Source: an optimization exercise on an open RTL-to-GDS flow (aim: small area). Production flows keep margins and buffers that such runs may drop. The RTL was checked by simulation tests, not by an equivalence proof against the original design. The clock input has no modelled driver; a real chip could not lean on it and would need a root buffer or a full tree. Power is estimated from default activity; no workload was simulated.

Design adc_verilog, start of the top module:
module adc_verilog(CLK_IN, RST, SPI_MISO, AD_CONV, SPI_SCK, SPI_SS_B, AMP_CS,
	SF_CE0, FPGA_INIT_B, DAC_CS, SPI_MOSI, AMP_SHDN, DATA);
	input CLK_IN;
	input RST;
	input SPI_MISO;
	output AD_CONV;
	output SPI_SCK;
	output SPI_SS_B;
	output AMP_CS;
	output SF_CE0;
	output FPGA_INIT_B;
	output DAC_CS;
	output SPI_MOSI;
	output AMP_SHDN;
	output [13:0] DATA;
	wire n5;
	wire n6;
	wire n8;
	wire n10;
	wire n11;
	wire n12;
	wire n13;
	wire n14;
	wire n15;
	wire n16;
	wire n17;
	wire n18;
	wire n19;
	wire n20;
	wire n21;
	wire n22;
	wire n23;
	wire n24;
	wire n25;
	wire n26;
	wire n27;
	wire n28;
	wire n29;
	wire n30;
	wire n31;
	wire n32;
	wire n33;
	wire n34;
	wire n35;
	wire n36;
	wire n37;
	wire n38;
	wire n39;
	wire n40;
	wire n41;
	wire n42;
	wire n43;
	wire n44;
	wire n45;
	wire n46;
	wire n47;
	wire n48;
	wire n49;
	wire n50;
	wire n51;
	wire n52;
	wire n53;
	wire n54;
	wire n55;
	wire n56;
	wire n57;
	wire n58;
	wire n59;
	wire n60;
	wire n61;
	wire n62;
	wire n63;
	wire n64;
	wire n65;
	wire n66;
	wire n67;
	wire n68;
	wire n69;
	wire n70;
	wire n71;
	wire n72;
	wire n73;
	wire n74;
	wire n75;
	wire n76;
	wire n77;
	wire n78;
	wire n79;
	wire n80;
	wire n81;
	wire n82;
	wire n83;
	wire n84;
	wire n85;
	wire n86;
	wire n87;
	wire n88;
	wire n89;
	wire n90;
	wire n91;
	wire n92;
	wire n93;
	wire n94;
	wire n95;
	wire n96;
	wire n97;
	wire n98;
	wire n99;
	wire n100;
	wire n101;
	wire n102;
	wire n103;
	wire n104;
	wire n105;
	wire n106;
	wire n107;
	wire n108;
	wire n109;
	wire n110;
	wire n111;
	wire n112;
	wire n113;
	wire n114;
	wire n115;
	wire n7 = 1'b1;
	wire n9 = 1'b0;
	reg r_H_0;
	always @(posedge CLK_IN) r_H_0 <= n69;
	assign n35 = r_H_0;
	reg r_sH_1;
	always @(posedge CLK_IN) r_sH_1 <= n53;
	assign n31 = r_sH_1;
	reg r_sH_2;
	always @(posedge CLK_IN) r_sH_2 <= n52;
	assign n33 = r_sH_2;
	reg r_sH_3;
  ...
clock: 10.0 ns
lec_check: 0
cap_margin: 20
core_area: 2 2 59 59
die_area: 0 0 61 61
gpl_timing_driven: 0
slew_margin: 20
synth_hierarchical: 1
standard.sh (not shown) runs the stock make flow with config.mk's settings and CLKGATE_MAP_FILE= SYNTH_SCRIPT=/design/flow/synth_recipe.tcl, a recipe that flattens the netlist after the stock synthesis.
==> flow/flow/run.sh <==
#!/bin/bash
# Standard ORFS layout (the standard.sh) with:
#  - the smallest buffer on every port,
#  - synthesis buffers removed, combinational cells downsized and tie cells
#    merged after floorplan
#    (flow/downsize.tcl; the design has slack to spare),
#  - CTS's tree replaced by one level of clock buffers (flow/clock.tcl),
#  - tie cells left as synthesis made them.
# ORFS writes each step's full log under orfs/logs; make's output goes to flow.log.
set -euo pipefail
HERE=$(pwd)
export BUFFER_PORTS_ARGS="-buffer_cell sky130_fd_sc_hd__buf_1"
export POST_FLOORPLAN_TCL="$HERE/flow/downsize.tcl"
export POST_CTS_TCL="$HERE/flow/clock.tcl"
export CTS_ARGS="-sink_clustering_enable -repair_clock_nets -dont_use_dummy_load -buf_list sky130_fd_sc_hd__clkbuf_4 -root_buf sky130_fd_sc_hd__clkbuf_4 -sink_clustering_size 40 -sink_clustering_max_diameter 200"
export SKIP_REPAIR_TIE_FANOUT=1
bash standard.sh > "$HERE/flow.log" 2>&1
Other scripts of this flow, unchanged in this note and not shown: flow/flow/clock.tcl, flow/flow/downsize.tcl
Next try:
--- a/flow/design.v
+++ b/flow/design.v
@@ -130,17 +130,17 @@
 	assign n35 = r_H_0;
 	reg r_sH_1;
 	always @(posedge CLK_IN) r_sH_1 <= n53;
 	assign n31 = r_sH_1;
 	reg r_sH_2;
 	always @(posedge CLK_IN) r_sH_2 <= n52;
 	assign n33 = r_sH_2;
 	reg r_sH_3;
-	always @(posedge CLK_IN) r_sH_3 <= n50;
+	always @(posedge CLK_IN) r_sH_3 <= n49;
 	assign n29 = r_sH_3;
 	reg r_AMP_CS;
 	always @(posedge CLK_IN) r_AMP_CS <= n63;
 	assign n8 = r_AMP_CS;
 	reg r_sq_0;
 	always @(posedge CLK_IN) r_sq_0 <= n65;
 	assign n26 = r_sq_0;
 	reg r_q_1;
@@ -247,41 +247,41 @@
 	g_nor2_1 u5 (.A(n35), .B(n34), .Y(n36));
 	g_clkinv_1 u6 (.A(n30), .Y(n37));
 	g_nor2_1 u7 (.A(n38), .B(n39), .Y(n40));
 	g_nor2_1 u8 (.A(n27), .B(n30), .Y(n41));
 	g_clkinv_1 u9 (.A(n41), .Y(n42));
 	g_o2111ai_1 u10 (.A1(n25), .A2(n37), .B1(n43), .C1(n40), .D1(n42), .Y(n44));
 	g_nor2_1 u11 (.A(n36), .B(n44), .Y(n45));
 	g_o21ai_0 u12 (.A1(n32), .A2(n34), .B1(n45), .Y(n46));
-	g_nor3_1 u13 (.A(n33), .B(n39), .C(n46), .Y(n47));
-	g_nand2b_1 u14 (.A_N(n29), .B(n47), .Y(n48));
-	g_nand2b_1 u15 (.A_N(n47), .B(n29), .Y(n49));
-	g_a31oi_1 u16 (.A1(n30), .A2(n48), .A3(n49), .B1(RST), .Y(n50));
-	g_a21oi_1 u17 (.A1(n33), .A2(n46), .B1(n47), .Y(n51));
+	g_or3_1 u13 (.A(n33), .B(n46), .C(n29), .X(n47));
+	g_o21ai_0 u14 (.A1(n33), .A2(n46), .B1(n29), .Y(n48));
+	g_a31oi_1 u15 (.A1(n30), .A2(n47), .A3(n48), .B1(RST), .Y(n49));
+	g_nor2_1 u16 (.A(n33), .B(n46), .Y(n50));
+	g_a21oi_1 u17 (.A1(n33), .A2(n46), .B1(n50), .Y(n51));
 	g_nor2_1 u18 (.A(RST), .B(n51), .Y(n52));
 	g_o32ai_1 u19 (.A1(RST), .A2(n45), .A3(n32), .B1(RST), .B2(n46), .Y(n53));
 	g_nand2_1 u20 (.A(n38), .B(n43), .Y(n54));
 	g_nand2_1 u21 (.A(n37), .B(n36), .Y(n55));
 	g_nor4_1 u22 (.A(n31), .B(n28), .C(n54), .D(n55), .Y(n56));
 	g_nor2_1 u23 (.A(RST), .B(n56), .Y(n57));
 	g_nor2b_1 u24 (.A(RST), .B_N(n56), .Y(n58));
 	g_o21ai_0 u25 (.A1(n38), .A2(n43), .B1(n54), .Y(n59));
 	g_nor2_1 u26 (.A(RST), .B(n42), .Y(n60));
 	g_nor2_1 u27 (.A(RST), .B(n41), .Y(n61));
-	g_a21oi_1 u28 (.A1(n8), .A2(n48), .B1(RST), .Y(n62));
-	g_o21ai_0 u29 (.A1(n8), .A2(n48), .B1(n62), .Y(n63));
+	g_a21oi_1 u28 (.A1(n8), .A2(n47), .B1(RST), .Y(n62));
+	g_o21ai_0 u29 (.A1(n8), .A2(n47), .B1(n62), .Y(n63));
 	g_nor2_1 u30 (.A(n25), .B(RST), .Y(n64));
 	g_o21ai_0 u31 (.A1(n26), .A2(n37), .B1(n64), .Y(n65));
 	g_or4_1 u32 (.A(n38), .B(n43), .C(n55), .D(n32), .X(n66));
 	g_nor2_1 u33 (.A(n39), .B(n66), .Y(n67));
 	g_clkinv_1 u34 (.A(n35), .Y(n68));
 	g_o32ai_1 u35 (.A1(n25), .A2(n30), .A3(n67), .B1(n68), .B2(n37), .Y(n6));
 	g_nor2b_1 u36 (.A(n66), .B_N(n39), .Y(n5));
-	g_nor3_1 u37 (.A(n8), .B(n31), .C(n33), .Y(n10));
+	g_nor3_1 u37 (.A(n8), .B(n33), .C(n31), .Y(n10));
 	g_a211oi_1 u38 (.A1(n68), .A2(n44), .B1(RST), .C1(n45), .Y(n69));
 	g_nor2_1 u39 (.A(n26), .B(RST), .Y(n70));
 	adc_sel2 u40 (.a(n58), .b(n57), .x(n86), .y(n11), .z(n71));
 	adc_sel2 u41 (.a(n58), .b(n57), .x(n106), .y(n21), .z(n81));
 	adc_sel2 u42 (.a(n58), .b(n57), .x(n108), .y(n22), .z(n82));
 	adc_sel2 u43 (.a(n58), .b(n57), .x(n110), .y(n23), .z(n83));
 	adc_sel2 u44 (.a(n58), .b(n57), .x(n112), .y(n24), .z(n84));
 	adc_sel2 u45 (.a(n58), .b(n57), .x(n88), .y(n12), .z(n72));
@@ -354,21 +354,16 @@
 	output Y;
 	assign Y = (~A);
 endmodule
 module g_nand2_1(A, B, Y);
 	input A, B;
 	output Y;
 	assign Y = (~A) | (~B);
 endmodule
-module g_nand2b_1(A_N, B, Y);
-	input A_N, B;
-	output Y;
-	assign Y = (A_N) | (~B);
-endmodule
 module g_nor2_1(A, B, Y);
 	input A, B;
 	output Y;
 	assign Y = (~A&~B);
 endmodule
 module g_nor2b_1(A, B_N, Y);
 	input A, B_N;
 	output Y;
@@ -394,16 +389,21 @@
 	output Y;
 	assign Y = (~A1&~A2) | (~B1);
 endmodule
 module g_o32ai_1(A1, A2, A3, B1, B2, Y);
 	input A1, A2, A3, B1, B2;
 	output Y;
 	assign Y = (~A1&~A2&~A3) | (~B1&~B2);
 endmodule
+module g_or3_1(A, B, C, X);
+	input A, B, C;
+	output X;
+	assign X = (A) | (B) | (C);
+endmodule
 module g_or4_1(A, B, C, D, X);
 	input A, B, C, D;
 	output X;
 	assign X = (A) | (B) | (C) | (D);
 endmodule
 module adc_sel2(a, x, b, y, z);
 	input a, x, b, y;
 	output z;
Outcome: Worst hold slack degrades by 14 ps; worst setup slack degrades by 28 ps; die area is unchanged; flip-flop and latch count is unchanged; clock power hardly moves; global-route usage is higher by 0.16 points; fmax is lower slightly; cell area is higher slightly; combinational power is higher by a few percent.
In every run of this note, the design's own scripts or RTL, not TritonCTS, make the clock network.

[what the ideal ports hide]
The results above use ideal ports. As a check the final layouts listed here were re-extracted and re-timed, cells and wires unchanged.
Step 1 sets driving cells, clkbuf_16 on the clock port and buf_2 on the other inputs (assumed; they add their load-dependent delay and slew).
Step 2 moves the port delays by t, midway between the first and last clock arrival at a register: inputs arrive t later, outputs are due t later. That takes back most of the time a late clock gives input paths.
a / b / c = no drivers / after step 1 / after step 2; a / b = the first two.
run	shift t [ns]	setup slack, ns	hold WS [ns]	clock arrival spread, ns	worst slew at a driven data input, ns
the first run	0.193	6.248 / 6.216 / 6.408	0.460 / 0.460 / 0.460	0.004 / 0.003	0.03
the second run	0.194	6.220 / 6.186 / 6.380	0.446 / 0.446 / 0.446	0.005 / 0.005	0.03
After both steps setup and hold are still met in every run listed.
